Source: an optimization exercise on an open RTL-to-GDS flow (aim: small area and a short achievable clock period). Production flows keep margins and buffers that such runs may drop.
The RTL was checked by simulation tests, not by an equivalence proof against the original design.
Power figures rest on the tool's default switching activity, not on a simulated workload.

<file path="flow/design.v">
module div_non_restore_pip #(parameter N = 16) (
	input          clk,
	input  [N-1:0] dividend,
	input  [N-1:0] divisor,
	output [N-1:0] quotient
);
	reg [2*N-1:0] A[N:0];
	reg [  N-1:0] B[N:0], Q[N+1:1];
	always @(posedge clk) begin
		B[0] <= divisor;
		A[0] <= dividend + {16'hFFFF,~divisor} + 1'b1;
	end
	always @(posedge clk) begin
		if(A[0][2*N-1] == 1'b1) begin
			Q[1][0] <= 1'b0;
			A[1] 	<= {A[0][2*N-2:0],1'b0} + B[0];
		end 
		else begin
			Q[1][0] <= 1'b1;
			A[1] 	<= {A[0][2*N-2:0],1'b0} + {16'hFFFF,~B[0]} + 1'b1;
		end
		B[1] <= B[0];
	end
	genvar i;
	generate
		for (i=2; i<=N; i=i+1) begin: pipeline_block
			always @(posedge clk) begin
				if(A[i-1][2*N-1] == 1'b1) begin
					Q[i][0] <= 1'b0;
					A[i] 	<= {A[i-1][2*N-2:0],1'b0} + B[i-1];
				end 
				else begin
					Q[i][0] <= 1'b1;
					A[i] 	<= {A[i-1][2*N-2:0],1'b0} + {16'hFFFF,~B[i-1]} + 1'b1;
				end
				Q[i][N-1:1] <= Q[i-1][N-2:0];
				B[i] 		<= B[i-1];
			end
		end
	endgenerate
	always @(posedge clk) begin
		if(A[N][2*N-1] == 1'b1) begin
			Q[N+1][0] <= 1'b0;
		end 
		else begin
			Q[N+1][0] <= 1'b1;
		end
		Q[N+1][N-1:1] <= Q[N][N-2:0];
	end
	assign quotient = Q[N+1];
endmodule
</file>
<file path="flow/run.sh">
#!/bin/bash
# synth_recipe.tcl (not shown) runs the flow's synth.tcl, then flattens the netlist and writes it again
# the make line also repeats each setting of config.mk as NAME=value (left out here)
make -C /OpenROAD-flow-scripts/flow DESIGN_CONFIG=/design/flow/config.mk WORK_HOME=/design/flow/orfs CLKGATE_MAP_FILE= SYNTH_SCRIPT=/design/flow/synth_recipe.tcl finish
</file>
<file path="flow/config.mk">
export PLATFORM = sky130hd
export DESIGN_NAME = div_non_restore_pip
export DESIGN_NICKNAME = div_non_restore_pip
export VERILOG_FILES = /design/flow/design.v
export SDC_FILE = /design/flow/constraint.sdc
export NUM_CORES = 4
export LEC_CHECK = 0
export CAP_MARGIN = 20
export CORE_MARGIN = 2
export CORE_UTILIZATION = 40
export SLEW_MARGIN = 20
</file>
<file path="flow/constraint.sdc">
create_clock -name core_clock -period 4.5 [get_ports {clk}]
set_input_delay 0.9000 -clock core_clock [delete_from_list [all_inputs] [get_ports {clk}]]
set_output_delay 0.9000 -clock core_clock [all_outputs]
set_load 0.01 [all_outputs]
</file>
==> impl_metrics.csv, run 1 <==
group,metric,value,unit
yosys,synthTopCellsByCount,"dfxtp_1, ha_1, inv_1",
worst_setup_path,worstSetupPathType,"flip-flop to flip-flop",
yosys,ys_async_sr_fraction,0,
timing,finalSetupViolCount,0,
clock_network,clock_sinks,889,
yosys,synth_area,0.0487,mm²
worst_setup_path,arrival,4090,ps
layout,drive_gt1_frac,0.0497,
worst_setup_path,path_delay_family,"compound AO/OA/AOI/OAI gates",
global_route,grt_max_degree,41,
timing,skew,32.5,ps
timing,worst_slew_pin_slew,1060,ps
route,ant_nets,0,
yosys,yosysTopAreaCell,"dfxtp_1",
power_and_ir_drop,leakage,23.1,nW
timing,report.final.slew_viol_count,0,
route,drt_iter0_drc,2807,
route,num_vias,38700,
layout,finalNetCount,6112,
yosys,ys_warn_count,18,
clock_network,htreeDepth,3,
worst_setup_path,crit_end,"A[7][19]$_DFF_P_",
worst_setup_path,path_depth,11,
global_route,grt_pass1_vias,37600,
job,drv_cap,0,
route,routed_wirelength,113000,µm
global_route,overflow,0,
layout,area_growth_syn_to_layout,11.4,%
route,drc_errors,0,
floorplan,io_pins,49,
placement,routabilityCongestion,0.885,
min_path,hold_start,"Q[10][5]$_DFF_P_",
clock_network,numCtsBuffers,101,
floorplan,initial_core_util,0.404,
yosys,synth_cells,5560,
worst_setup_path,critPathCaptureType,"flip-flop",
yosys,synth-edff-count,0,
worst_setup_path,cp-startpoint,"B[6][3]$_DFF_P_",
yosys,ys.flop_type,"dfxtp_1",
route,vias_per_cell,5.34,
clock_network,clock-root-buffer,"clkbuf_16",
timing,min_period_over_period,0.780,
floorplan,core_area,0.120,mm²
yosys,ys_seq_area_frac,0.366,
yosys,synthDominantCellAreaShare,0.366,
worst_setup_path,worst-path-buf-inv,1,
timing,rsz0062_at_grt,"false",
route,dr.pass1.iters,6,
timing,finalHoldViolations,0,
worst_setup_path,reg2regPathDepth,11,
clock_network,post_cts_resized,0,
global_route,grt.total_usage,0.177,
floorplan,die_w,353,µm
timing,fin_crit,3510,ps
yosys,synth_fp_nets,6121,
worst_setup_path,worstPathRequired,5080,ps
layout,layout.filler_cells,11800,
yosys,synthTopCellsByArea,"dfxtp_1, ha_1, xnor2_1",
clock_network,path_clk_slew,60,ps
timing,fmax,0.285,GHz
clock_network,ctsHoldBuffers,0,
clock_network,clockBufferDepth,3,
yosys,synth-seq-cells,889,
timing,timing.final.ws_setup,992,ps
global_route,grt_pass1_wl,187000,µm
worst_setup_path,r2r_end,"A[7][19]$_DFF_P_",
floorplan,die_h,353,µm
worst_setup_path,r2r_start,"B[6][3]$_DFF_P_",
yosys,synth_cell_types,108,
timing,hold_slack,322,ps
power_and_ir_drop,peakVddDrop,367,µV
yosys,synth.most_common_cell,"dfxtp_1",
clock_network,clk_latency,700,ps
placement,buffer_ports.inserted,48,
placement,dpl.hpwl,86600,µm
worst_setup_path,crit_path_top_delay_cell,"o21bai_1",
worst_setup_path,startpoint_type,"flip-flop",
worst_setup_path,critPathMaxFanout,8,
clock_network,cts_tree,"yes",
clock_network,post_cts.repair.setup_buffers,0,
worst_setup_path,cpPeakStageDelay,580,ps
floorplan,dieArea,0.124,mm²
worst_setup_path,ff2ff_setup_slack,990,ps
timing,relSlewSlack,0.293,
floorplan,std_cell_rows,127,
min_path,hold_class,"flip-flop to flip-flop",
route,wl_per_cell,15.5,µm
yosys,avgSynthCellArea,8.75,µm²
timing,setup_tns,0,ps
layout,n_antenna_cell,0,
worst_setup_path,worstPathCellList,"inv_1 -> ha_1 -> nand2b_1 -> a221oi_1 -> nor4_1 -> o41a_1 -> o21ai_0 -> a21oi_1 -> o21bai_1 -> a32oi_1 -> xnor2_1",
placement,preCtsSetupSlack,255,ps
power_and_ir_drop,pwr_density_cell,702,mW/mm²
run_status,status,"complete, no violations",
global_route,antenna_found_initial,1,
## logic make-up after synthesis
group                    share of synthesized area
AO/OA/AOI/OAI                                0.196
XOR/XNOR                                    0.0830
adder cells (fa/ha/maj)                      0.139
buffers and inverters                       0.0545
flip-flops                                   0.366
multiplexers                               0.00558
AND/OR/NAND/NOR                              0.156
## through the flow
stage,std cells,utilization,area (µm²),total power [W]
after floorplan,5560,-,48700,0.0251
after global placement,7060,0.420,50600,0.0291
after CTS,7251,0.451,54200,0.0382
after detailed placement,7060,0.420,50600,0.0292
final,7251,0.451,54200,0.0380
after global routing,7251,0.451,54200,0.0410
## cell type report
class / count / area [µm²] / area share
repair buffers: 65 / 608 / 0.0112
clock buffers: 130 / 2800 / 0.0516
inverters: 519 / 1950 / 0.0359
flip-flops and latches: 889 / 17800 / 0.328
clock inverters: 61 / 850 / 0.0157
well taps: 1612 / 2020 / 0.0372
multi-input cells: 3975 / 28200 / 0.520
## where the power goes
group	internal, W	switching, W	total [W]
Clock	0.00536	0.00343	0.00879
Combinational	0.00701	0.00953	0.0165
Sequential	0.0104	0.00230	0.0127
## layout by cell type, fill, tap and decap left out, types with 25 or more instances in the layout
cell and n:
dfxtp_1 889, inv_1 510, ha_1 510, a21oi_1 412, nor2_1 403, xnor2_1 328, o21ai_0 278, nand2_1 271
nor3_1 171, xor2_1 133, clkbuf_16 103, nand3_1 99, a31oi_1 94, nand2b_1 76, or3_1 74, and3_1 68
nor4_1 65, o31ai_1 63, a21o_1 63, o21a_1 60, nor2b_1 59, o21bai_1 56, a211oi_1 48, clkdlybuf4s50_1 48
o211ai_1 40, nand4_1 37, or2_2 36, or4_1 32, and2_1 31, mux2i_1 26, a32oi_1 25, o22ai_1 25
## worst min-delay path by stage
stage                   endpoint  slack [ps]  cells after the start
3_5_place_dp    Q[11][8]$_DFF_P_         310                      0
6_report        Q[11][6]$_DFF_P_         320                      0
5_1_grt        Q[15][11]$_DFF_P_         330                      0
4_1_cts         Q[10][2]$_DFF_P_         320                      0
3_3_place_gp     Q[5][3]$_DFF_P_         310                      0
2_1_floorplan   Q[10][1]$_DFF_P_         310                      0
## per-layer routing
metal  vias up  track usage  part of all wire
met1     18000        0.210              0.43
met4         0       0.0603             0.030
met5         -            0                 0
met2       855        0.324              0.50
li1      19600            -                 -
met3       234       0.0221             0.035
## registers in the layout (all words and copies together) (netlist names)
register	flops
A	512
Q	136
B	241
==> run 2, diff against run 1 <==
==> flow/design.v (replaced) <==
module div_non_restore_pip #(parameter N = 16) (
	input          clk,
	input  [N-1:0] dividend,
	input  [N-1:0] divisor,
	output [N-1:0] quotient
);
	reg [N-1:0] R [0:N-1];
	reg [N-1:0] D [0:N-1];
	reg [N-1:0] Q [1:N-1];
	reg [N-1:0] QO, QF;
	always @(posedge clk) begin
		R[0] <= dividend;
		D[0] <= divisor;
	end
	genvar s;
	generate
		for (s = 1; s < N; s = s + 1) begin : stage
			wire [N+1:0] diff = {1'b0, R[s-1], 1'b0} - {2'b00, D[s-1]};
			wire         q    = ~diff[N+1];
			always @(posedge clk) begin
				R[s] <= q ? diff[N-1:0] : {R[s-1][N-2:0], 1'b0};
				D[s] <= D[s-1];
				Q[s] <= (s == 1) ? {{(N-1){1'b0}}, q} : {Q[s-1][N-2:0], q};
			end
		end
	endgenerate
	wire [N+1:0] dlast = {1'b0, R[N-1], 1'b0} - {2'b00, D[N-1]};
	always @(posedge clk) begin
		QO <= {Q[N-1][N-2:0], ~dlast[N+1]};
		QF <= QO;
	end
	assign quotient = QF;
endmodule
--- a/flow/config.mk
+++ b/flow/config.mk
@@ -8,4 +8,5 @@
 export CAP_MARGIN = 20
 export CORE_MARGIN = 2
 export CORE_UTILIZATION = 40
+export SETUP_SLACK_MARGIN = 2.0
 export SLEW_MARGIN = 20
==> impl_metrics.csv, run 2 <==
group,metric,value,unit
run_status,status,"complete, no violations",
worst_setup_path,critPathMaxFanout,7,
floorplan,die_h,267,µm
global_route,grt_pass1_wl,98500,µm
layout,drive_gt1_frac,0.271,
power_and_ir_drop,pwr_density_cell,823,mW/mm²
worst_setup_path,arrival,3180,ps
global_route,grt_pass1_vias,20800,
layout,area_growth_syn_to_layout,28.9,%
placement,dpl.hpwl,39800,µm
timing,setup_tns,0,ps
global_route,grt_max_degree,15,
clock_network,clk_latency,600,ps
timing,relSlewSlack,0.551,
clock_network,path_clk_slew,60,ps
worst_setup_path,worstPathCellList,"inv_2 -> ha_4 -> nor2b_4 -> o31a_1 -> o2111ai_2 -> nand2_1 -> a311oi_2 -> o21bai_2 -> a21boi_4 -> buf_6 -> mux2_4",
power_and_ir_drop,fin_total_pwr,0.0293,W
power_and_ir_drop,leakage,15.9,nW
yosys,synth_cell_types,70,
power_and_ir_drop,sw_frac_of_total,0.352,
clock_network,numCtsBuffers,71,
floorplan,dieArea,0.0711,mm²
worst_setup_path,crit_path_top_delay_cell,"dfxtp_2",
layout,final_common_cell,"dfxtp_1",
worst_setup_path,startpoint_type,"flip-flop",
timing,finalHoldViolations,0,
global_route,antenna_found_initial,0,
worst_setup_path,worstPathRequired,4990,ps
yosys,synthDominantCellAreaShare,0.481,
worst_setup_path,worstSetupPathType,"flip-flop to flip-flop",
route,vias_per_cell,5.11,
timing,fmax,0.371,GHz
placement,post_dp_cell_area,0.0291,mm²
timing,min_period_over_period,0.599,
layout,largestRegisters,"D: 256 flops, R: 256 flops, Q: 120 flops",
yosys,synth-edff-count,0,
yosys,ys_async_sr_fraction,0,
yosys,ys_seq_area_frac,0.481,
layout,final_cell_mix,"dfxtp_1, inv_1, ha_1, o21ai_0, nand2_1",
yosys,synth_fp_nets,2997,
layout,fin_area,0.0356,mm²
worst_setup_path,cpPeakStageDelay,350,ps
route,routed_wirelength,61500,µm
timing,report.final.slew_viol_count,0,
layout,final-seq-area,0.0134,mm²
clock_network,clock_sinks,664,
timing,skew,18.7,ps
floorplan,io_pins,49,
layout,multi_input_comb_area,0.0151,mm²
placement,routabilityCongestion,0.841,
worst_setup_path,critPathCaptureType,"flip-flop",
timing,worst_slew_pin_slew,667,ps
yosys,ys.flop_type,"dfxtp_1",
yosys,yosysTopAreaCell,"dfxtp_1",
yosys,synthTopCellsByArea,"dfxtp_1, ha_1, inv_1",
timing,finalSetupViolCount,0,
clock_network,clockBufferDepth,3,
placement,buffer_ports.inserted,48,
clock_network,ctsHoldBuffers,0,
clock_network,cts_tree,"yes",
floorplan,die_w,267,µm
floorplan,std_cell_rows,96,
route,wl_per_cell,15.6,µm
route,num_vias,20100,
timing,hold_slack,317,ps
layout,finalNetCount,3290,
job,drv_cap,0,
power_and_ir_drop,p_clk_frac,0.198,
layout,n_antenna_cell,0,
floorplan,initial_core_util,0.403,
power_and_ir_drop,internal-power,0.0190,W
min_path,hold_class,"flip-flop to flip-flop",
timing,rsz0062_at_grt,"true",
timing,fin_crit,2690,ps
power_and_ir_drop,seqPwrFrac,0.303,
worst_setup_path,path_delay_family,"compound AO/OA/AOI/OAI gates",
power_and_ir_drop,peakVddDrop,402,µV
layout,post-route-util,0.520,
route,ant_nets,0,
power_and_ir_drop,combPwrFrac,0.499,
power_and_ir_drop,p_sw,0.0103,W
global_route,overflow,0,
route,drt_iter0_drc,902,
route,dr.pass1.iters,5,
global_route,grt.total_usage,0.168,
yosys,avgSynthCellArea,10.2,µm²
clock_network,htreeDepth,3,
yosys,synth_area,0.0276,mm²
yosys,synth-seq-cells,664,
yosys,synth_cells,2709,
layout,layout.filler_cells,5879,
floorplan,core_area,0.0685,mm²
yosys,synthTopCellsByCount,"dfxtp_1, inv_1, ha_1",
yosys,ys_warn_count,4,
yosys,synth.most_common_cell,"dfxtp_1",
route,drc_errors,0,
worst_setup_path,worst-path-buf-inv,2,
clock_network,clock-root-buffer,"clkbuf_16",
-- run 2: changes by cell type after synthesis, sizes merged, moves of 65 or more --
cell,delta
o21ai,-83
xnor2,-246
a31oi,-73
ha,-270
clkbuf,-129
inv,-184
mux2,+113
nor2,-270
dfxtp,-225
a21oi,-283
nor3,-133
xor2,-72
or3,-65
nand2,-119
-- run 2: layer usage --
| layer | track usage | up-vias | wire, µm |
|---|---|---|---|
| met5 | 0 | - | 0 |
| met4 | 0.0758 | 0 | 2650 |
| met3 | 0.0280 | 184 | 2080 |
| met2 | 0.328 | 399 | 33000 |
| met1 | 0.175 | 9585 | 23800 |
| li1 | - | 9946 | - |
-- run 2: worst paths after layout --
kind / start / to / slack (ps) / cells after the start
setup reg to reg: D[1][1]$_DFF_P_ / R[2][7]$_DFF_P_ / 1810 / 11
hold / removal: Q[13][6]$_DFF_P_ / Q[14][7]$_DFF_P_ / 320 / 0
hold reg to reg: Q[13][6]$_DFF_P_ / Q[14][7]$_DFF_P_ / 320 / 0
setup / recovery: D[1][1]$_DFF_P_ / R[2][7]$_DFF_P_ / 1810 / 11
-- run 2: area by class of cell --
type | count | share of cell area
clock inverter | 23 | 0.00742
inverter | 328 | 0.0346
timing repair buffer | 250 | 0.0677
multi-input combinational | 1687 | 0.423
sequential | 664 | 0.377
tap | 882 | 0.0310
clock buffer | 106 | 0.0593
-- run 2: power by group through the flow --
stage,Combinational [W],Clock (W),Sequential (W)
4_1_cts,0.0129,0.00595,0.00884
3_5_place_dp,0.0106,0,0.00883
6_report,0.0146,0.00579,0.00886
3_3_place_gp,0.0103,0,0.00884
2_1_floorplan,0.00889,0,0.00847
5_1_grt,0.0159,0.00622,0.00907
-- run 2: repair_timing --
action | in CTS | in global routing
pin swaps | 123 | 152
endpoints found under the setup margin | 245 | 226
resized for setup | 308 | 254
cloned | 14 | 0
hold endpoints to repair | 0 | 0
setup buffers | 107 | 78
-- run 2: cells by family (layout without fill, tap and decap cells) --
logic type / after synthesis / in the layout / synth area share
xor gates and xnor gates: 143 / 143 / 0.0454
buffers and inverters: 366 / 707 / 0.0561
and+or+nand+nor: 502 / 507 / 0.0854
muxes: 126 / 126 / 0.0556
AOI/OAI and AO/OA: 653 / 656 / 0.157
DFF: 664 / 664 / 0.481
adders and majority gates: 255 / 255 / 0.120
-- run 2: through the flow --
step	worst slack [ps]	cells
after global placement	1350	3612
after CTS	1710	3862
after global routing	1700	3940
final	1810	3940
after floorplan	1910	2709
after detailed placement	1230	3612
==> run 3, diff against run 2 <==
--- a/flow/config.mk
+++ b/flow/config.mk
@@ -8,5 +8,5 @@
 export CAP_MARGIN = 20
 export CORE_MARGIN = 2
 export CORE_UTILIZATION = 40
-export SETUP_SLACK_MARGIN = 2.0
+export SETUP_SLACK_MARGIN = 3.0
 export SLEW_MARGIN = 20
==> impl_metrics.csv, run 3 <==
group,metric,value,unit
run_status,status,"complete, no violations",
route,drc_errors,0,
timing,fmax,0.373,GHz
yosys,synthDominantCellAreaShare,0.481,
floorplan,std_cell_rows,96,
layout,largestRegisters,"D: 256 flops, R: 256 flops, Q: 120 flops",
worst_setup_path,startpoint_type,"flip-flop",
worst_setup_path,worst-path-buf-inv,2,
timing,finalHoldViolations,0,
yosys,synth_cells,2709,
layout,finalNetCount,3353,
layout,drive_gt1_frac,0.355,
timing,min_period_over_period,0.596,
clock_network,path_clk_slew,60,ps
clock_network,clock_sinks,664,
worst_setup_path,path_delay_family,"compound AO/OA/AOI/OAI gates",
worst_setup_path,ff2ff_setup_slack,1820,ps
clock_network,cts_tree,"yes",
clock_network,clk_latency,600,ps
global_route,antenna_found_initial,0,
yosys,synthTopCellsByArea,"dfxtp_1, ha_1, inv_1",
worst_setup_path,path_depth,11,
placement,buffer_ports.inserted,48,
worst_setup_path,worstPathRequired,5050,ps
yosys,synth-edff-count,0,
global_route,grt.total_usage,0.171,
layout,n_antenna_cell,0,
yosys,avgSynthCellArea,10.2,µm²
power_and_ir_drop,fin_total_pwr,0.0309,W
power_and_ir_drop,leakage,16.5,nW
layout,area_growth_syn_to_layout,34.3,%
route,vias_per_cell,5.12,
timing,finalSetupViolCount,0,
route,wl_per_cell,15.7,µm
layout,final_cell_mix,"dfxtp_1, inv_1, ha_1, buf_4, nor2_1",
worst_setup_path,critPathCaptureType,"flip-flop",
timing,relSlewSlack,0.552,
power_and_ir_drop,peakVddDrop,416,µV
worst_setup_path,critPathMaxFanout,5,
floorplan,dieArea,0.0711,mm²
global_route,grt_pass1_vias,21200,
placement,dpl.hpwl,38900,µm
min_path,hold_class,"flip-flop to flip-flop",
route,dr.pass1.iters,5,
floorplan,core_area,0.0685,mm²
global_route,grt_max_degree,15,
yosys,ys_warn_count,4,
global_route,grt_pass1_wl,99300,µm
clock_network,numCtsBuffers,71,
yosys,synthTopCellsByCount,"dfxtp_1, inv_1, ha_1",
route,ant_nets,0,
yosys,ys_async_sr_fraction,0,
route,drt_iter0_drc,824,
timing,fin_crit,2680,ps
timing,report.final.slew_viol_count,0,
yosys,ys_seq_area_frac,0.481,
floorplan,die_h,267,µm
route,num_vias,20500,
clock_network,clock-root-buffer,"clkbuf_16",
timing,worst_slew_pin_slew,665,ps
timing,setup_tns,0,ps
worst_setup_path,cpPeakStageDelay,420,ps
yosys,synth-seq-cells,664,
clock_network,htreeDepth,3,
timing,rsz0062_at_grt,"true",
floorplan,io_pins,49,
worst_setup_path,crit_path_top_delay_cell,"dfxtp_1",
clock_network,clockBufferDepth,3,
worst_setup_path,reg2regPathDepth,11,
layout,layout.filler_cells,5724,
clock_network,ctsHoldBuffers,0,
timing,skew,23.0,ps
global_route,overflow,0,
yosys,ys.flop_type,"dfxtp_1",
placement,routabilityCongestion,0.823,
layout,final_common_cell,"dfxtp_1",
worst_setup_path,worstSetupPathType,"flip-flop to flip-flop",
worst_setup_path,worstPathCellList,"inv_1 -> fa_2 -> a21o_1 -> a21oi_2 -> o21bai_1 -> o221a_2 -> o41ai_4 -> buf_4 -> nor3_2 -> a311oi_1 -> mux2_4",
yosys,synth_fp_nets,2997,
floorplan,initial_core_util,0.403,
job,drv_cap,0,
worst_setup_path,arrival,3230,ps
min_path,holdPathStages,0,
yosys,synth_area,0.0276,mm²
floorplan,die_w,267,µm
yosys,synth.most_common_cell,"dfxtp_1",
yosys,yosysTopAreaCell,"dfxtp_1",
power_and_ir_drop,pwr_density_cell,833,mW/mm²
route,routed_wirelength,62900,µm
yosys,synth_cell_types,70,
## run 3: cell count changes in the layout (fill, tap and decap cells not counted), sizes merged, moves of 3 or more
| cell | delta |
|---|---|
| a21oi | +3 |
| buf | +75 |
| clkbuf | -12 |
| clkdlybuf4s50 | -16 |
| clkinv | +5 |
| clkinvlp | +3 |
## run 3: cell families (layout without fill, tap and decap cells)
logic type,Yosys count,count (layout),share of synthesized area
adder cells (fa/ha/maj),255,255,0.120
flip-flops,664,664,0.481
multiplexers,126,126,0.0556
AO/OA/AOI/OAI,653,660,0.157
AND/OR/NAND/NOR,502,506,0.0854
buffers and inverters,366,763,0.0561
XOR/XNOR,143,143,0.0454
## run 3: power breakdown
group | internal [W] | switching (W)
Sequential | 0.00781 | 0.00110
Combinational | 0.00861 | 0.00759
Clock | 0.00341 | 0.00236
## run 3: stage by stage
stage	hold WS [ps]	cells	setup WS (ps)	utilization	cell area, µm²
floorplan	310	2709	1910	-	28200
global placement	310	3610	1060	0.430	29400
detailed placement	312	3610	1060	0.430	29400
CTS	314	3923	1780	0.514	35200
global route	327	3999	1720	0.542	37100
finish	310	3999	1820	0.542	37100
## run 3: repair_timing
action                                  4_1_cts  5_1_grt
endpoints found under the setup margin      272      272
resized for setup                           527      325
buffers inserted                            172       75
pin swaps                                   189      164
gates cloned                                 16        1
## run 3: metal layers
metal | wire length, µm | GRT usage
met1 | 22800 | 0.164
met2 | 34800 | 0.344
met3 | 2090 | 0.0289
met4 | 3150 | 0.0852
met5 | 0 | 0
## run 3: layout make-up
cell class,instances,area (µm²),share of cell area
multi-input cells,1690,15800,0.427
inverters,328,1250,0.0337
well taps,882,1100,0.0298
clock inverters,32,302,0.00813
repair buffers,310,3120,0.0841
flip-flops and latches,664,13400,0.363
clock buffers,93,2020,0.0545
## run 3: path summary, 6_finish.rpt
kind                         start                to
hold / removal    Q[10][8]$_DFF_P_  Q[11][9]$_DFF_P_
hold reg to reg   Q[10][8]$_DFF_P_  Q[11][9]$_DFF_P_
setup / recovery   D[7][0]$_DFF_P_  R[8][14]$_DFF_P_
setup reg to reg   D[7][0]$_DFF_P_  R[8][14]$_DFF_P_
==> run 4, diff against run 3 <==
--- a/flow/config.mk
+++ b/flow/config.mk
@@ -8,5 +8,4 @@
 export CAP_MARGIN = 20
 export CORE_MARGIN = 2
 export CORE_UTILIZATION = 40
-export SETUP_SLACK_MARGIN = 3.0
 export SLEW_MARGIN = 20
==> impl_metrics.csv, run 4 <==
group,metric,value,unit
route,ant_nets,0,
timing,finalSetupViolCount,0,
placement,place_inst,3610,
yosys,ys_warn_count,4,
yosys,ys_seq_area_frac,0.481,
power_and_ir_drop,pwr_density_cell,802,mW/mm²
floorplan,die_w,267,µm
worst_setup_path,worstPathRequired,4980,ps
floorplan,dieArea,0.0711,mm²
worst_setup_path,arrival,3860,ps
layout,final_cell_mix,"dfxtp_1, inv_1, ha_1, o21ai_0, nand2_1",
min_path,hold_start,"Q[12][3]$_DFF_P_",
global_route,overflow,0,
global_route,grt.total_usage,0.148,
timing,relSlewSlack,0.253,
clock_network,numCtsBuffers,70,
layout,final_common_cell,"dfxtp_1",
placement,routabilityCongestion,0.853,
route,vias_per_cell,5.01,
route,drc_errors,0,
layout,fin_area,0.0314,mm²
floorplan,io_pins,49,
layout,finalNetCount,3088,
worst_setup_path,reg2regPathDepth,10,
clock_network,clk_latency,620,ps
yosys,synthTopCellsByArea,"dfxtp_1, ha_1, inv_1",
timing,timing.final.ws_setup,1120,ps
layout,layout.filler_cells,6322,
layout,drive_gt1_frac,0.102,
floorplan,die_h,267,µm
clock_network,post_cts.repair.setup_buffers,0,
worst_setup_path,startpoint_type,"flip-flop",
clock_network,htreeDepth,3,
clock_network,ctsHoldBuffers,0,
timing,rsz0062_at_grt,"false",
global_route,antenna_found_initial,0,
yosys,ys_async_sr_fraction,0,
run_status,status,"complete, no violations",
min_path,holdPathStages,0,
timing,worst_slew_pin_slew,1110,ps
timing,report.final.slew_viol_count,0,
worst_setup_path,worstSetupPathType,"flip-flop to flip-flop",
yosys,synthDominantCellAreaShare,0.481,
clock_network,cts_tree,"yes",
yosys,synth_fp_nets,2997,
route,routed_wirelength,51900,µm
timing,finalHoldViolations,0,
route,drt_iter0_drc,956,
global_route,grt_pass1_wl,87800,µm
floorplan,initial_core_util,0.403,
layout,area_growth_syn_to_layout,13.7,%
timing,skew,32.7,ps
power_and_ir_drop,leakage,14.3,nW
clock_network,clockBufferDepth,3,
yosys,synth-edff-count,0,
worst_setup_path,r2r_start,"D[6][6]$_DFF_P_",
clock_network,post_cts_resized,0,
worst_setup_path,r2r_end,"R[7][13]$_DFF_P_",
yosys,synth_cells,2709,
placement,post_dp_cell_area,0.0289,mm²
layout,n_antenna_cell,0,
layout,post-route-util,0.458,
layout,fin_cells,3735,
worst_setup_path,ff2ff_setup_slack,1120,ps
yosys,synth_area,0.0276,mm²
min_path,hold_end,"Q[13][4]$_DFF_P_",
worst_setup_path,critPathMaxFanout,16,
yosys,synth.most_common_cell,"dfxtp_1",
timing,setup_tns,0,ps
job,drv_cap,0,
timing,fmax,0.296,GHz
floorplan,std_cell_rows,96,
clock_network,path_clk_slew,60,ps
clock_network,clock_sinks,664,
power_and_ir_drop,peakVddDrop,322,µV
yosys,avgSynthCellArea,10.2,µm²
yosys,yosysTopAreaCell,"dfxtp_1",
layout,largestRegisters,"D: 256 flops, R: 256 flops, Q: 120 flops",
route,num_vias,18700,
route,dr.pass1.iters,8,
route,wl_per_cell,13.9,µm
timing,min_period_over_period,0.751,
global_route,grt_max_degree,26,
floorplan,core_area,0.0685,mm²
global_route,grt_pass1_vias,19200,
worst_setup_path,critPathCaptureType,"flip-flop",
clock_network,clock-root-buffer,"clkbuf_16",
min_path,hold_class,"flip-flop to flip-flop",
yosys,synthTopCellsByCount,"dfxtp_1, inv_1, ha_1",
placement,dpl.hpwl,39300,µm
placement,preCtsSetupSlack,1120,ps
yosys,synth-seq-cells,664,
timing,fin_crit,3380,ps
yosys,ys.flop_type,"dfxtp_1",
placement,buffer_ports.inserted,48,
yosys,synth_cell_types,70,
run 4: final cells by class:
type | count | area, µm² | area share
Clock buffer | 98 | 2000 | 0.0637
Clock inverter | 27 | 430 | 0.0137
Inverter | 328 | 1230 | 0.0392
Multi-Input combinational cell | 1679 | 12800 | 0.407
Sequential cell | 664 | 13300 | 0.424
Tap cell | 882 | 1100 | 0.0352
Timing Repair Buffer | 57 | 548 | 0.0175
run 4: worst max path at each step:
stage / from / end / slack, ps
5_1_grt: D[1][1]$_DFF_P_ / R[2][5]$_DFF_P_ / 850
3_3_place_gp: D[7][1]$_DFF_P_ / R[8][13]$_DFF_P_ / 1190
4_1_cts: D[6][1]$_DFF_P_ / R[7][13]$_DFF_P_ / 1110
3_5_place_dp: D[6][6]$_DFF_P_ / R[7][2]$_DFF_P_ / 1120
6_report: D[6][6]$_DFF_P_ / R[7][13]$_DFF_P_ / 1120
2_1_floorplan: D[2][0]$_DFF_P_ / R[3][12]$_DFF_P_ / 1840
run 4: routing by layer:
metal  share of wire  track usage
met1            0.41        0.152
met2            0.53        0.289
met5               0            0
met3           0.035       0.0277
met4           0.033       0.0635
run 4: kinds of logic after synthesis:
| family | after synthesis | share of synthesized area |
|---|---|---|
| compound gates | 653 | 0.157 |
| xor+xnor | 143 | 0.0454 |
| fa+ha+maj | 255 | 0.120 |
| buf+inv | 366 | 0.0561 |
| flops | 664 | 0.481 |
| mux | 126 | 0.0556 |
| simple gates | 502 | 0.0854 |
run 4: power breakdown:
| group | internal (W) | switching [W] |
|---|---|---|
| logic | 0.00516 | 0.00545 |
| registers | 0.00777 | 0.000878 |
| clock network | 0.00355 | 0.00236 |
run 4: through the flow:
| stage | hold WS [ps] | power (W) |
|---|---|---|
| after CTS | 310 | 0.0254 |
| final | 313 | 0.0252 |
| after global routing | 324 | 0.0271 |
| after detailed placement | 312 | 0.0193 |
| after global placement | 310 | 0.0189 |
| after floorplan | 310 | 0.0172 |
run 4: critical path, cell delays in order, from the launching register on:
cell and delay (ps):
dfxtp_1 350, inv_1 50, ha_1 330, a21oi_1 220
nor2_1 70, a211oi_1 440, o2bb2ai_1 140, a311oi_1 290
o21bai_1 150, a21boi_2 770, mux2_2 420
==> run 5, diff against run 4 <==
==> flow/flow/run.sh (new file) <==
#!/bin/bash
bash standard.sh > standard.log 2>&1
==> flow/standard.sh (new file) <==
#!/bin/bash
# synth_recipe.tcl (not shown) runs the flow's synth.tcl, then flattens the netlist and writes it again
# the make line also repeats each setting of config.mk as NAME=value (left out here)
make -C /OpenROAD-flow-scripts/flow DESIGN_CONFIG=/design/flow/config.mk WORK_HOME=/design/flow/orfs CLKGATE_MAP_FILE= SYNTH_SCRIPT=/design/flow/synth_recipe.tcl "${@:-finish}"
removed: flow/run.sh
==> impl_metrics.csv, run 5 <==
group,metric,value,unit
layout,largestRegisters,"D: 256 flops, R: 256 flops, Q: 120 flops",
placement,routabilityCongestion,0.853,
route,drc_errors,0,
yosys,synth_cell_types,70,
yosys,synth-edff-count,0,
min_path,hold_class,"flip-flop to flip-flop",
yosys,avgSynthCellArea,10.2,µm²
worst_setup_path,cpPeakStageDelay,770,ps
clock_network,numCtsBuffers,70,
worst_setup_path,worstPathCellList,"inv_1 -> ha_1 -> a21oi_1 -> nor2_1 -> a211oi_1 -> o2bb2ai_1 -> a311oi_1 -> o21bai_1 -> a21boi_2 -> mux2_2",
worst_setup_path,worstPathRequired,4980,ps
clock_network,clock_sinks,664,
layout,finalNetCount,3088,
yosys,synth_compound_area_frac,0.157,
global_route,antenna_found_initial,0,
yosys,ys_seq_area_frac,0.481,
timing,relSlewSlack,0.253,
global_route,overflow,0,
worst_setup_path,path_delay_family,"compound AO/OA/AOI/OAI gates",
worst_setup_path,arrival,3860,ps
yosys,synth_area,0.0276,mm²
global_route,grt_max_degree,26,
floorplan,io_pins,49,
clock_network,path_clk_slew,60,ps
timing,finalSetupViolCount,0,
floorplan,die_w,267,µm
floorplan,die_h,267,µm
layout,multi_input_comb_area,0.0128,mm²
timing,fin_crit,3380,ps
clock_network,cts_tree,"yes",
yosys,synth_top_family_by_area,"compound AO/OA/AOI/OAI gates",
yosys,synthTopCellsByCount,"dfxtp_1, inv_1, ha_1",
power_and_ir_drop,leakage,14.3,nW
yosys,synth_fp_nets,2997,
worst_setup_path,critPathCaptureType,"flip-flop",
yosys,synthXorXnorAreaFrac,0.0454,
power_and_ir_drop,peakVddDrop,322,µV
clock_network,post_cts.repair.setup_buffers,0,
yosys,yosysTopAreaCell,"dfxtp_1",
yosys,ys_async_sr_fraction,0,
timing,skew,32.7,ps
yosys,synth.most_common_cell,"dfxtp_1",
worst_setup_path,startpoint_type,"flip-flop",
timing,finalHoldViolations,0,
route,dr.pass1.iters,8,
placement,buffer_ports.inserted,48,
yosys,yosys.area_share.adder,0.120,
clock_network,htreeDepth,3,
timing,timing.final.ws_setup,1120,ps
yosys,synth_cells,2709,
layout,final_common_cell,"dfxtp_1",
global_route,grt.total_usage,0.148,
global_route,grt_pass1_vias,19200,
job,drv_cap,0,
run_status,status,"complete, no violations",
worst_setup_path,crit_path_top_delay_cell,"a21boi_2",
clock_network,clockBufferDepth,3,
layout,final_cell_mix,"dfxtp_1, inv_1, ha_1, o21ai_0, nand2_1",
route,routed_wirelength,51900,µm
layout,n_antenna_cell,0,
placement,preCtsSetupSlack,1120,ps
layout,area_growth_syn_to_layout,13.7,%
placement,dpl.hpwl,39300,µm
floorplan,core_area,0.0685,mm²
yosys,muxShareOfSynthArea,0.0556,
worst_setup_path,critPathMaxFanout,16,
route,wl_per_cell,13.9,µm
yosys,ys_warn_count,4,
layout,drive_gt1_frac,0.102,
timing,rsz0062_at_grt,"false",
worst_setup_path,worst-path-buf-inv,1,
clock_network,ctsHoldBuffers,0,
yosys,ys.flop_type,"dfxtp_1",
yosys,synthTopCellsByArea,"dfxtp_1, ha_1, inv_1",
timing,setup_tns,0,ps
floorplan,initial_core_util,0.403,
worst_setup_path,worstSetupPathType,"flip-flop to flip-flop",
route,drt_iter0_drc,956,
floorplan,std_cell_rows,96,
timing,worst_slew_pin_slew,1110,ps
timing,fmax,0.296,GHz
route,vias_per_cell,5.01,
timing,min_period_over_period,0.751,
timing,hold_slack,313,ps
yosys,synth-seq-cells,664,
layout,layout.filler_cells,6322,
route,num_vias,18700,
clock_network,post_cts_resized,0,
power_and_ir_drop,fin_total_pwr,0.0252,W
yosys,synthDominantCellAreaShare,0.481,
clock_network,clock-root-buffer,"clkbuf_16",
power_and_ir_drop,pwr_density_cell,802,mW/mm²
clock_network,clk_latency,620,ps
timing,report.final.slew_viol_count,0,
yosys,synth_simple_gate_area_frac,0.0854,
route,ant_nets,0,
floorplan,dieArea,0.0711,mm²
layout,final-seq-area,0.0133,mm²
global_route,grt_pass1_wl,87800,µm
-- run 5: cell counts after synthesis --
No cell type changed its count.
-- run 5: path summary, 6_finish.rpt --
check,start,to,slack [ps],cells after the start
hold / removal,Q[12][3]$_DFF_P_,Q[13][4]$_DFF_P_,310,0
setup reg to reg,D[6][6]$_DFF_P_,R[7][13]$_DFF_P_,1120,10
hold reg to reg,Q[12][3]$_DFF_P_,Q[13][4]$_DFF_P_,310,0
setup / recovery,D[6][6]$_DFF_P_,R[7][13]$_DFF_P_,1120,10
-- run 5: cell families after synthesis --
group,after synthesis
muxes,126
adders and majority gates,255
DFF,664
buffers and inverters,366
xor gates and xnor gates,143
and+or+nand+nor,502
AOI/OAI and AO/OA,653
-- run 5: area by class of cell --
class | instances | share of cell area
repair buffers | 57 | 0.0175
flip-flops and latches | 664 | 0.424
well taps | 882 | 0.0352
inverters | 328 | 0.0392
multi-input cells | 1679 | 0.407
clock inverters | 27 | 0.0137
clock buffers | 98 | 0.0637
-- run 5: power by group --
part           switching [W]  internal (W)  total [W]
logic                0.00545       0.00516     0.0106
clock network        0.00236       0.00355    0.00591
registers           0.000878       0.00777    0.00865
-- run 5: metal layers --
metal,share of wire,track usage,vias to the layer above
li1,-,-,9504
met1,0.41,0.152,8746
met2,0.53,0.289,322
met3,0.035,0.0277,133
met4,0.033,0.0635,0
met5,0,0,-
-- run 5: stage by stage --
stage | std cells | instance area [µm²] | util
final | 3735 | 31400 | 0.458
after global placement | 3610 | 28900 | 0.423
after floorplan | 2709 | 27600 | -
after detailed placement | 3610 | 28900 | 0.423
after global routing | 3735 | 31400 | 0.458
after CTS | 3735 | 31400 | 0.458
==> run 6, diff against run 5 <==
==> flow/flow/run.sh (replaced) <==
#!/bin/bash
# Own flow: the standard layout, with the synthesis's final ABC mapping
# run from flow/abc.script (delay-oriented) instead of ORFS's abc_speed.script.
set -euo pipefail
W=$(pwd)
export MY_ABC_SCRIPT=$W/flow/abc.script
export MY_ABC_D=${MY_ABC_D:-1000}
cat flow/abc_override.tcl synth_recipe.tcl > my_synth.tcl
sed "s#SYNTH_SCRIPT=[^ ]*#SYNTH_SCRIPT=$W/my_synth.tcl#" standard.sh > my_standard.sh
bash my_standard.sh > flow.log 2>&1
==> flow/flow/abc.script (new file) <==
&get -n
&st
&dch
&nf -p
&put
buffer -p
upsize {D}
dnsize {D}
==> flow/flow/abc_override.tcl (new file) <==
# Use our own ABC script and delay target for the final technology mapping
# (the generic abc inside yosys synth is unchanged).
proc abc {args} {
  set here [file dirname [file normalize [info script]]]
  set i [lsearch $args -script]
  if {$i >= 0} { lset args [expr {$i+1}] $::env(MY_ABC_SCRIPT) }
  set i [lsearch $args -D]
  if {$i >= 0} { lset args [expr {$i+1}] $::env(MY_ABC_D) } else { lappend args -D $::env(MY_ABC_D) }
  puts "abc (own script): $args"
  yosys abc {*}$args
}
--- a/flow/config.mk
+++ b/flow/config.mk
@@ -8,4 +8,5 @@
 export CAP_MARGIN = 20
 export CORE_MARGIN = 2
 export CORE_UTILIZATION = 40
+export SETUP_SLACK_MARGIN = 2.5
 export SLEW_MARGIN = 20
==> impl_metrics.csv, run 6 <==
group,metric,value,unit
timing,setup_tns,0,ps
power_and_ir_drop,leakage,16.2,nW
clock_network,clock-root-buffer,"clkbuf_16",
global_route,grt_pass1_wl,115000,µm
floorplan,core_area,0.0687,mm²
yosys,synthTopCellsByArea,"dfxtp_1, ha_1, a21oi_1",
yosys,avgSynthCellArea,9.43,µm²
power_and_ir_drop,combPwrFrac,0.551,
clock_network,clockBufferDepth,3,
layout,post-route-util,0.597,
yosys,synth_cell_types,37,
layout,finalNetCount,3650,
worst_setup_path,worstSetupPathType,"flip-flop to flip-flop",
power_and_ir_drop,peakVddDrop,393,µV
timing,report.final.slew_viol_count,0,
layout,largestRegisters,"D: 256 flops, R: 256 flops, Q: 120 flops",
clock_network,clock_sinks,664,
clock_network,path_clk_slew,60,ps
timing,fmax,0.461,GHz
route,routed_wirelength,80600,µm
route,wl_per_cell,18.5,µm
timing,rsz0062_at_grt,"true",
global_route,grt.total_usage,0.199,
power_and_ir_drop,internal-power,0.0209,W
layout,final_common_cell,"dfxtp_1",
timing,min_period_over_period,0.482,
yosys,ys_warn_count,4,
yosys,synth_fp_nets,3238,
yosys,synthDominantCellAreaShare,0.478,
placement,place_inst,3898,
power_and_ir_drop,pwr_density_cell,847,mW/mm²
worst_setup_path,startpoint_type,"flip-flop",
route,ant_nets,0,
placement,routabilityCongestion,0.876,
timing,finalHoldViolations,0,
yosys,synth-edff-count,0,
route,drc_errors,0,
route,vias_per_cell,5.24,
yosys,ys_seq_area_frac,0.478,
worst_setup_path,arrival,2680,ps
yosys,yosysTopAreaCell,"dfxtp_1",
yosys,synthTopCellsByCount,"dfxtp_1, a21oi_1, nor2_1",
power_and_ir_drop,p_sw,0.0138,W
floorplan,initial_core_util,0.405,
power_and_ir_drop,sw_frac_of_total,0.398,
yosys,synth_cells,2950,
floorplan,std_cell_rows,96,
layout,fin_cells,4346,
route,num_vias,22800,
worst_setup_path,critPathMaxFanout,8,
power_and_ir_drop,p_clk_frac,0.176,
timing,skew,24.5,ps
floorplan,die_w,268,µm
worst_setup_path,critPathCaptureType,"flip-flop",
route,dr.pass1.iters,6,
timing,fin_crit,2170,ps
placement,dpl.hpwl,48200,µm
timing,worst_slew_pin_slew,523,ps
layout,final_cell_mix,"dfxtp_1, a21oi_1, inv_1, buf_4, dfxtp_2",
timing,finalSetupViolCount,0,
route,drt_iter0_drc,1588,
power_and_ir_drop,seqPwrFrac,0.273,
min_path,hold_class,"flip-flop to flip-flop",
floorplan,dieArea,0.0716,mm²
placement,buffer_ports.inserted,48,
yosys,ys_async_sr_fraction,0,
layout,n_antenna_cell,0,
yosys,synth_area,0.0278,mm²
global_route,antenna_found_initial,1,
global_route,grt_max_degree,25,
layout,layout.filler_cells,5122,
worst_setup_path,worstPathRequired,5010,ps
global_route,overflow,0,
floorplan,io_pins,49,
global_route,grt_pass1_vias,22200,
floorplan,die_h,268,µm
timing,relSlewSlack,0.652,
clock_network,ctsHoldBuffers,0,
clock_network,numCtsBuffers,71,
yosys,ys.flop_type,"dfxtp_1",
job,drv_cap,0,
clock_network,cts_tree,"yes",
yosys,synth-seq-cells,664,
clock_network,htreeDepth,3,
yosys,synth.most_common_cell,"dfxtp_1",
clock_network,clk_latency,630,ps
run_status,status,"complete, no violations",
layout,area_growth_syn_to_layout,47.6,%
layout,drive_gt1_frac,0.461,
## run 6: cell families (layout without fill, tap and decap cells)
family	count (synthesis)	in the layout	share of synthesized area
xor+xnor	210	210	0.0661
flops	664	664	0.478
simple gates	652	652	0.101
mux	15	15	0.00607
fa+ha+maj	255	255	0.119
buf+inv	330	788	0.0513
compound gates	824	831	0.178
## run 6: layer usage
metal,track usage,wire length [µm],vias up
li1,-,-,11000
met1,0.230,32300,10900
met2,0.361,41200,633
met3,0.0309,3280,245
met4,0.0903,3830,2
met5,0,18,-
## run 6: final timing paths
check / from / to / slack (ps) / depth (start not counted)
worst max register to register: D[2][8]$_DFF_P_ / R[3][12]$_DFF_P_ / 2330 / 11
worst min-delay path: Q[9][5]$_DFF_P_ / Q[10][6]$_DFF_P_ / 320 / 0
worst min register to register: Q[9][5]$_DFF_P_ / Q[10][6]$_DFF_P_ / 320 / 0
worst max-delay path: D[2][8]$_DFF_P_ / R[3][12]$_DFF_P_ / 2330 / 11
## run 6: worst max-delay path, stage by stage, from the launching register on
cell and delay (ps):
dfxtp_2 360, inv_2 50, ha_4 290, nand4_1 160, nor4_4 200, a211oi_2 80, buf_4 170, o21ai_4 170
buf_12 160, buf_12 150, nor2_4 40, a21oi_1 210
## run 6: cell type report
| class | instances | area (µm²) | share of cell area |
|---|---|---|---|
| Multi-Input combinational cell | 1963 | 18900 | 0.461 |
| Timing Repair Buffer | 377 | 3770 | 0.0918 |
| Tap cell | 931 | 1160 | 0.0284 |
| Clock buffer | 87 | 1930 | 0.0470 |
| Inverter | 285 | 1070 | 0.0262 |
| Clock inverter | 39 | 548 | 0.0134 |
| Sequential cell | 664 | 13600 | 0.332 |
## run 6: per-stage QoR
stage                     power (W)  hold slack (ps)  setup WS [ps]  instance area (µm²)
after floorplan              0.0173              310           2610                27800
after detailed placement     0.0198              312           1660                29200
after global routing         0.0366              315           2270                41000
after CTS                    0.0303              324           2410                37000
after global placement       0.0198              310           1600                29200
final                        0.0347              319           2330                41000
## run 6: power by group through the flow
stage	combinational, W	clock (W)	sequential (W)
global placement	0.0109	0	0.00889
finish	0.0191	0.00613	0.00948
global route	0.0204	0.00650	0.00966
CTS	0.0149	0.00624	0.00917
floorplan	0.00881	0	0.00845
detailed placement	0.0109	0	0.00888
## run 6: repair_timing
action | in CTS | in global routing
cloned | 19 | 13
endpoints found under the setup margin | 270 | 242
resized for setup | 798 | 737
pin swaps | 136 | 170
buffers inserted | 157 | 133
hold endpoints to repair | 0 | 0
==> run 7, diff against run 6 <==
--- a/flow/config.mk
+++ b/flow/config.mk
@@ -7,6 +7,6 @@
 export LEC_CHECK = 0
 export CAP_MARGIN = 20
 export CORE_MARGIN = 2
-export CORE_UTILIZATION = 40
-export SETUP_SLACK_MARGIN = 2.5
+export CORE_UTILIZATION = 70
+export PLACE_DENSITY = 0.85
 export SLEW_MARGIN = 20
==> impl_metrics.csv, run 7 <==
group,metric,value,unit
clock_network,clock-root-buffer,"clkbuf_16",
power_and_ir_drop,combPwrFrac,0.442,
power_and_ir_drop,p_clk_frac,0.219,
route,dr.pass1.iters,7,
floorplan,dieArea,0.0413,mm²
min_path,hold_class,"flip-flop to flip-flop",
yosys,avgSynthCellArea,9.43,µm²
run_status,status,"complete, no violations",
yosys,synth_fp_nets,3238,
yosys,ys_seq_area_frac,0.478,
route,num_vias,21100,
timing,relSlewSlack,0.470,
worst_setup_path,worstPathRequired,5070,ps
timing,rsz0062_at_grt,"false",
layout,final_common_cell,"dfxtp_1",
worst_setup_path,worstSetupPathType,"flip-flop to flip-flop",
floorplan,std_cell_rows,73,
floorplan,core_area,0.0395,mm²
floorplan,initial_core_util,0.705,
floorplan,io_pins,49,
floorplan,die_h,203,µm
placement,buffer_ports.inserted,48,
yosys,yosysTopAreaCell,"dfxtp_1",
yosys,synth_cells,2950,
worst_setup_path,worstPathCellList,"inv_1 -> ha_1 -> nand2_1 -> o21ai_0 -> a211oi_1 -> o21ai_2 -> buf_4 -> nor2_1 -> a21oi_1",
yosys,synth.most_common_cell,"dfxtp_1",
route,drc_errors,0,
power_and_ir_drop,pwr_density_cell,842,mW/mm²
worst_setup_path,arrival,3490,ps
job,drv_cap,0,
yosys,muxShareOfSynthArea,0.00607,
yosys,ys.flop_type,"dfxtp_1",
timing,report.final.slew_viol_count,0,
worst_setup_path,cpPeakStageDelay,600,ps
power_and_ir_drop,leakage,13.6,nW
power_and_ir_drop,peakVddDrop,513,µV
clock_network,post_cts.repair.setup_buffers,0,
route,drt_iter0_drc,1634,
layout,finalNetCount,3314,
timing,skew,39.9,ps
layout,final_cell_mix,"dfxtp_1, a21oi_1, nor2_1, inv_1, ha_1",
clock_network,post_cts_resized,0,
yosys,synthTopCellsByCount,"dfxtp_1, a21oi_1, nor2_1",
layout,largestRegisters,"D: 256 flops, R: 256 flops, Q: 120 flops",
global_route,grt.total_usage,0.329,
yosys,synthDominantCellAreaShare,0.478,
power_and_ir_drop,p_sw,0.0104,W
layout,area_growth_syn_to_layout,11.4,%
clock_network,htreeDepth,2,
yosys,synth_simple_gate_area_frac,0.101,
worst_setup_path,critPathCaptureType,"flip-flop",
yosys,yosys.area_share.adder,0.119,
yosys,synth_compound_area_frac,0.178,
timing,fin_crit,2920,ps
yosys,synthXorXnorAreaFrac,0.0661,
yosys,synthTopCellsByArea,"dfxtp_1, ha_1, a21oi_1",
yosys,ys_warn_count,4,
worst_setup_path,crit_path_top_delay_cell,"o21ai_2",
global_route,overflow,0,
placement,routabilityCongestion,0.973,
timing,finalHoldViolations,0,
floorplan,die_w,203,µm
route,ant_nets,0,
power_and_ir_drop,internal-power,0.0157,W
yosys,synth-seq-cells,664,
layout,drive_gt1_frac,0.0695,
global_route,grt_pass1_wl,108000,µm
layout,n_antenna_cell,0,
worst_setup_path,startpoint_type,"flip-flop",
clock_network,path_clk_slew,70,ps
clock_network,ctsHoldBuffers,0,
yosys,synth-edff-count,0,
power_and_ir_drop,sw_frac_of_total,0.399,
global_route,grt_pass1_vias,21200,
global_route,antenna_found_initial,0,
global_route,grt_max_degree,32,
yosys,synth_area,0.0278,mm²
timing,finalSetupViolCount,0,
timing,worst_slew_pin_slew,795,ps
yosys,ys_async_sr_fraction,0,
clock_network,clockBufferDepth,3,
route,routed_wirelength,68000,µm
yosys,synth_top_family_by_area,"compound AO/OA/AOI/OAI gates",
power_and_ir_drop,seqPwrFrac,0.340,
route,vias_per_cell,5.85,
yosys,synth_cell_types,37,
clock_network,clock_sinks,664,
route,wl_per_cell,18.9,µm
clock_network,numCtsBuffers,61,
timing,setup_tns,0,ps
placement,dpl.hpwl,50400,µm
timing,min_period_over_period,0.648,
timing,fmax,0.343,GHz
worst_setup_path,critPathMaxFanout,18,
layout,post-route-util,0.785,
clock_network,clk_latency,650,ps
clock_network,cts_tree,"yes",
## run 7: cell types whose count changed in the layout (fill, tap and decap cells not counted), moves of 58 or more
cell / previous run / this run
nor2_2: 69 / 0
ha_4: 195 / 0
buf_4: 225 / 10
ha_1: 39 / 240
dfxtp_1: 438 / 664
nor2_1: 138 / 286
nor2_4: 79 / 0
a21oi_1: 273 / 479
dfxtp_2: 200 / 0
nand2_1: 170 / 228
a21oi_2: 165 / 20
a21oi_4: 61 / 0
## run 7: final timing paths
| check | startpoint | end | slack (ps) | cells past startpoint |
|---|---|---|---|---|
| max | D[10][4]$_DFF_P_ | R[11][12]$_DFF_P_ | 1580 | 9 |
| min | Q[10][2]$_DFF_P_ | Q[11][3]$_DFF_P_ | 320 | 0 |
| max reg2reg | D[10][4]$_DFF_P_ | R[11][12]$_DFF_P_ | 1580 | 9 |
| min reg2reg | Q[10][2]$_DFF_P_ | Q[11][3]$_DFF_P_ | 320 | 0 |
## run 7: metrics by stage
stage | cells | worst slack, ps | total power (W) | cell area, µm² | hold slack, ps
global route | 3604 | 1440 | 0.0276 | 31000 | 323
detailed placement | 3488 | 1620 | 0.0200 | 28700 | 313
global placement | 3488 | 1630 | 0.0197 | 28700 | 310
finish | 3604 | 1580 | 0.0261 | 31000 | 320
floorplan | 2950 | 2610 | 0.0173 | 27800 | 310
CTS | 3604 | 1610 | 0.0259 | 30900 | 322
## run 7: metal layers
layer / routed length, µm / vias to the layer above / share of wire / track usage
met5: 0 / - / 0 / 0
met4: 3890 / 0 / 0.057 / 0.187
met3: 3380 / 244 / 0.050 / 0.0446
met2: 33800 / 816 / 0.50 / 0.588
met1: 26900 / 9807 / 0.40 / 0.379
li1: - / 10200 / - / -
## run 7: final cells by class
cell class                 instances  area (µm²)
sequential                       664       13300
multi-input combinational       1956       13100
fill                            2602        8490
clock buffer                      80        1710
inverter                         285        1070
tap                              525         657
clock inverter                    36         561
timing repair buffer              58         556
## run 7: worst max-delay path: cells and delay by family (launching register included)
kind                     cells  cell delay [ps]
AO/OA/AOI/OAI                4             1390
adder cells (fa/ha/maj)      1              410
buffers and inverters        2              410
flip-flops                   1              390
AND/OR/NAND/NOR              2              220
## run 7: power groups by stage
stage	registers, W	clock network (W)	logic (W)
floorplan	0.00845	0	0.00881
global placement	0.00890	0	0.0108
detailed placement	0.00896	0	0.0110
CTS	0.00887	0.00575	0.0113
global route	0.00901	0.00596	0.0126
finish	0.00886	0.00570	0.0115
## run 7: cells by family after synthesis
| group | count (synthesis) |
|---|---|
| buffers and inverters | 330 |
| AO/OA/AOI/OAI | 824 |
| adder cells (fa/ha/maj) | 255 |
| XOR/XNOR | 210 |
| flip-flops | 664 |
| multiplexers | 15 |
| AND/OR/NAND/NOR | 652 |
==> run 8, diff against run 7 <==
--- a/flow/config.mk
+++ b/flow/config.mk
@@ -9,4 +9,6 @@
 export CORE_MARGIN = 2
 export CORE_UTILIZATION = 70
 export PLACE_DENSITY = 0.85
+export SETUP_SLACK_MARGIN = 2.3
 export SLEW_MARGIN = 20
+export TNS_END_PERCENT = 100
==> impl_metrics.csv, run 8 <==
group,metric,value,unit
run_status,status,"complete, no violations",
yosys,ys_seq_area_frac,0.478,
clock_network,htreeDepth,2,
timing,fin_crit,3080,ps
layout,multi_input_comb_area,0.0157,mm²
worst_setup_path,r2r_start,"D[10][0]$_DFF_P_",
global_route,grt.total_usage,0.366,
clock_network,clockBufferDepth,3,
timing,finalHoldViolations,0,
layout,fin_area,0.0348,mm²
global_route,grt_max_degree,18,
yosys,ys.flop_type,"dfxtp_1",
clock_network,clock-root-buffer,"clkbuf_16",
worst_setup_path,critPathCaptureType,"flip-flop",
route,num_vias,24600,
min_path,holdPathStages,0,
placement,post_dp_cell_area,0.0287,mm²
yosys,synthDominantCellAreaShare,0.478,
layout,drive_gt1_frac,0.238,
yosys,synth_simple_gate_area_frac,0.101,
power_and_ir_drop,leakage,14.5,nW
yosys,synth-edff-count,0,
worst_setup_path,arrival,3640,ps
timing,hold_slack,296,ps
layout,post-route-util,0.881,
clock_network,cts_tree,"yes",
yosys,synth_area,0.0278,mm²
yosys,ys_warn_count,4,
yosys,synth_cells,2950,
min_path,hold_end,"D[14][3]$_DFF_P_",
clock_network,path_clk_slew,80,ps
route,routed_wirelength,94500,µm
yosys,synth.most_common_cell,"dfxtp_1",
global_route,grt_busiest_layer,"met2",
worst_setup_path,worstSetupPathType,"flip-flop to flip-flop",
layout,final-seq-area,0.0134,mm²
min_path,hold_class,"flip-flop to flip-flop",
global_route,overflow,0,
power_and_ir_drop,pwr_density_cell,891,mW/mm²
floorplan,std_cell_rows,73,
yosys,ys_async_sr_fraction,0,
timing,min_period_over_period,0.683,
global_route,grt_pass1_vias,22800,
yosys,synthTopCellsByArea,"dfxtp_1, ha_1, a21oi_1",
global_route,antenna_found_initial,11,
placement,routabilityCongestion,0.973,
floorplan,initial_core_util,0.705,
power_and_ir_drop,peakVddDrop,520,µV
global_route,grt_use_met1,0.407,
timing,worst_slew_pin_slew,921,ps
timing,fmax,0.325,GHz
layout,layout.filler_cells,1702,
timing,report.final.slew_viol_count,0,
worst_setup_path,critPathMaxFanout,5,
route,drt_iter0_drc,3205,
yosys,synth_fp_nets,3238,
worst_setup_path,startpoint_type,"flip-flop",
floorplan,die_h,203,µm
yosys,yosysTopAreaCell,"dfxtp_1",
yosys,synthXorXnorAreaFrac,0.0661,
worst_setup_path,r2r_end,"R[11][10]$_DFF_P_",
layout,largestRegisters,"D: 256 flops, R: 256 flops, Q: 120 flops",
route,dr.pass1.iters,12,
route,wl_per_cell,25.3,µm
placement,buffer_ports.inserted,48,
placement,preCtsSetupSlack,1620,ps
worst_setup_path,worstPathRequired,5060,ps
clock_network,clk_latency,690,ps
layout,final_cell_mix,"dfxtp_1, a21oi_1, inv_1, nor2_1, nand2_1",
timing,finalSetupViolCount,0,
timing,setup_tns,0,ps
floorplan,io_pins,49,
route,drc_errors,0,
layout,area_growth_syn_to_layout,25.1,%
yosys,muxShareOfSynthArea,0.00607,
global_route,met3_usage,0.0622,
yosys,synth_cell_types,37,
route,vias_per_cell,6.57,
timing,rsz0062_at_grt,"true",
global_route,grt_pass1_wl,119000,µm
worst_setup_path,ff2ff_setup_slack,1420,ps
worst_setup_path,reg2regPathDepth,8,
clock_network,clock_sinks,664,
floorplan,die_w,203,µm
yosys,synth-seq-cells,664,
yosys,synth_compound_area_frac,0.178,
yosys,synth_top_family_by_area,"compound AO/OA/AOI/OAI gates",
floorplan,dieArea,0.0413,mm²
placement,dpl.hpwl,50400,µm
timing,relSlewSlack,0.386,
layout,final_common_cell,"dfxtp_1",
yosys,avgSynthCellArea,9.43,µm²
timing,skew,57.8,ps
job,drv_cap,0,
clock_network,numCtsBuffers,61,
global_route,grt_use_met2,0.645,
yosys,yosys.area_share.adder,0.119,
layout,finalNetCount,3441,
timing,timing.final.ws_setup,1420,ps
min_path,hold_start,"D[13][3]$_DFF_P_",
yosys,synthTopCellsByCount,"dfxtp_1, a21oi_1, nor2_1",
floorplan,core_area,0.0395,mm²
route,ant_nets,0,
run 8: cell types whose count changed in the layout (fill, tap and decap cells not counted), moves of 27 or more:
cell	delta
nand2_1	-40
dfxtp_1	-68
nand2_2	+36
ha_2	+48
buf_4	+88
ha_1	-133
a21oi_1	-86
o21ai_0	-27
ha_4	+85
a21oi_2	+80
dfxtp_2	+58
run 8: critical path: stages, from the launching register on:
cell	delay, ps
dfxtp_2	450
inv_1	130
fa_1	480
nand3_1	180
a21oi_1	310
nor2b_2	600
o21bai_1	200
xnor2_1	440
a21oi_1	150
run 8: repair_timing:
action / in CTS / in global routing
pin swaps: 52 / 95
endpoints found under the setup margin: 269 / 239
gates resized for setup: 202 / 420
setup buffers: 69 / 46
gates cloned: 11 / 1
hold buffers: 0 / 0
run 8: stage by stage:
stage	total power (W)	std cells
after floorplan	0.0173	2950
after global placement	0.0197	3488
after detailed placement	0.0200	3488
after CTS	0.0273	3684
after global routing	0.0321	3733
final	0.0310	3738
run 8: metal layers:
| layer | wire length, µm | up-vias | part of all wire |
|---|---|---|---|
| met3 | 9000 | 748 | 0.095 |
| met1 | 32000 | 11400 | 0.34 |
| li1 | - | 10500 | - |
| met5 | 198 | - | 0.0021 |
| met2 | 44400 | 1890 | 0.47 |
| met4 | 8860 | 10 | 0.094 |
run 8: cell type report:
| type | instances | area share |
|---|---|---|
| multi-input cells | 1965 | 0.451 |
| flip-flops and latches | 664 | 0.385 |
| clock buffers | 80 | 0.0491 |
| repair buffers | 176 | 0.0481 |
| inverters | 285 | 0.0308 |
| well taps | 525 | 0.0189 |
| clock inverters | 36 | 0.0161 |
| diodes | 7 | 0.000504 |
run 8: worst max-delay path by stage:
stage,to,depth (start not counted),startpoint
2_1_floorplan,R[10][0]$_SDFF_PN0_,8,D[9][14]$_DFF_P_
6_report,R[11][10]$_DFF_P_,8,D[10][0]$_DFF_P_
4_1_cts,R[5][1]$_DFF_P_,9,D[4][7]$_DFF_P_
3_5_place_dp,R[9][12]$_DFF_P_,9,D[8][7]$_DFF_P_
5_1_grt,R[11][10]$_DFF_P_,8,D[10][0]$_DFF_P_
3_3_place_gp,R[9][12]$_DFF_P_,9,D[8][7]$_DFF_P_
run 8: kinds of logic (layout without fill, tap and decap cells):
family / after synthesis / after routing
AO/OA/AOI/OAI: 824 / 833
other: 0 / 7
adder cells (fa/ha/maj): 255 / 255
flip-flops: 664 / 664
multiplexers: 15 / 15
buffers and inverters: 330 / 577
XOR/XNOR: 210 / 210
AND/OR/NAND/NOR: 652 / 652
run 8: power by group:
part	switching [W]	leakage (nW)	total (W)	internal, W
registers	0.00157	5.59	0.00931	0.00774
logic	0.00917	7.83	0.0158	0.00659
clock network	0.00251	1.10	0.00590	0.00339
total	0.0133	14.5	0.0310	0.0177
==> run 9, diff against run 8 <==
--- a/flow/config.mk
+++ b/flow/config.mk
@@ -7,8 +7,7 @@
 export LEC_CHECK = 0
 export CAP_MARGIN = 20
 export CORE_MARGIN = 2
-export CORE_UTILIZATION = 70
-export PLACE_DENSITY = 0.85
-export SETUP_SLACK_MARGIN = 2.3
+export CORE_UTILIZATION = 80
+export PLACE_DENSITY = 0.9
+export SETUP_SLACK_MARGIN = 2.6
 export SLEW_MARGIN = 20
-export TNS_END_PERCENT = 100
==> impl_metrics.csv, run 9 <==
group,metric,value,unit
run_status,status,"did not finish",
run_status,haltStage,"clock tree synthesis (4_1_cts)",
run_status,firstError,"[ERROR DPL-0038] Utilization greater than 100%, impossible to legalize",
floorplan,die_h,190,µm
yosys,ys_async_sr_fraction,0,
clock_network,clockBufferDepth,3,
yosys,synth-edff-count,0,
placement,routabilityCongestion,1.01,
yosys,synthTopCellsByArea,"dfxtp_1, ha_1, a21oi_1",
yosys,synth.most_common_cell,"dfxtp_1",
floorplan,std_cell_rows,68,
yosys,avgSynthCellArea,9.43,µm²
yosys,synth_cell_types,37,
clock_network,post_cts.repair.setup_buffers,319,
yosys,synthDominantCellAreaShare,0.478,
placement,dpl.hpwl,51000,µm
placement,preCtsSetupSlack,1520,ps
yosys,ys_seq_area_frac,0.478,
clock_network,clock_sinks,664,
yosys,ys_warn_count,4,
clock_network,post_cts_resized,1521,
yosys,ys.flop_type,"dfxtp_1",
yosys,synth_area,0.0278,mm²
floorplan,io_pins,49,
floorplan,initial_core_util,0.809,
clock_network,numCtsBuffers,61,
clock_network,clock-root-buffer,"clkbuf_16",
yosys,yosysTopAreaCell,"dfxtp_1",
yosys,synth_fp_nets,3238,
placement,place_inst,3418,
clock_network,ctsHoldBuffers,0,
clock_network,htreeDepth,2,
yosys,synthTopCellsByCount,"dfxtp_1, a21oi_1, nor2_1",
placement,buffer_ports.inserted,48,
yosys,synth_cells,2950,
floorplan,die_w,190,µm
yosys,synth-seq-cells,664,
[run 9: cell counts after synthesis]
No cell type changed its count.
[run 9: logic make-up after synthesis]
group	count (synthesis)	share of synthesized area
AOI/OAI and AO/OA	824	0.178
DFF	664	0.478
and+or+nand+nor	652	0.101
buffers and inverters	330	0.0513
xor gates and xnor gates	210	0.0661
adders and majority gates	255	0.119
muxes	15	0.00607
[run 9: metrics by stage]
| step | utilization | hold slack, ps | power [W] | area, µm² |
|---|---|---|---|---|
| 3_3_place_gp | 0.831 | 310 | 0.0194 | 28600 |
| 3_5_place_dp | 0.831 | 312 | 0.0200 | 28600 |
| 2_1_floorplan | - | 310 | 0.0173 | 27800 |
[run 9: power groups by stage]
stage               Sequential (W)  Combinational [W]  Clock (W)
global placement           0.00878             0.0106          0
floorplan                  0.00845            0.00881          0
detailed placement         0.00887             0.0111          0
[run 9: how the worst min path moves through the flow]
stage | from | end | slack, ps | cells past startpoint
3_3_place_gp | Q[15][3]$_DFF_P_ | QO[4]$_DFF_P_ | 310 | 0
2_1_floorplan | QO[0]$_DFF_P_ | QF[0]$_DFF_P_ | 310 | 0
3_5_place_dp | Q[10][2]$_DFF_P_ | Q[11][3]$_DFF_P_ | 310 | 0

-- what the ideal ports hide --
The flow's constraints put no driver on any port. The routed layouts listed below were extracted and timed again, unchanged, in two steps. Step 1 (the two cells are an assumption about what drives the block):
set clk [get_ports {clk}]
set_driving_cell -lib_cell sky130_fd_sc_hd__clkbuf_16 $clk
set_driving_cell -lib_cell sky130_fd_sc_hd__buf_2 [delete_from_list [all_inputs] $clk]
Step 2 moves the port delays by t, midway between the first and last clock arrival at a register: inputs arrive t later, outputs are due t later. That takes back most of the time a late clock gives input paths. a / b / c = no drivers / after step 1 / after step 2; a / b = the first two.
| run | t (ns) | slack for setup (ns) | slew at the worst register clock pin (ns) |
|---|---|---|---|
| run 1 | 0.758 | 0.992 / 0.992 / 0.286 | 0.06 / 0.06 |
| run 2 | 0.655 | 1.805 / 1.805 / 1.805 | 0.06 / 0.06 |
| run 3 | 0.651 | 1.817 / 1.817 / 1.817 | 0.06 / 0.06 |
| run 4 | 0.670 | 1.122 / 1.122 / 1.122 | 0.06 / 0.06 |
| run 5 | 0.670 | 1.122 / 1.122 / 1.122 | 0.06 / 0.06 |
| run 6 | 0.673 | 2.332 / 2.332 / 2.332 | 0.07 / 0.07 |
| run 7 | 0.692 | 1.583 / 1.583 / 1.583 | 0.07 / 0.07 |
| run 8 | 0.726 | 1.425 / 1.425 / 1.425 | 0.09 / 0.09 |
After both steps every run listed still meets setup and hold. The setup slack of run 1, which loses most, moves by 0.000 ns with the drivers and by -0.706 ns with both steps.
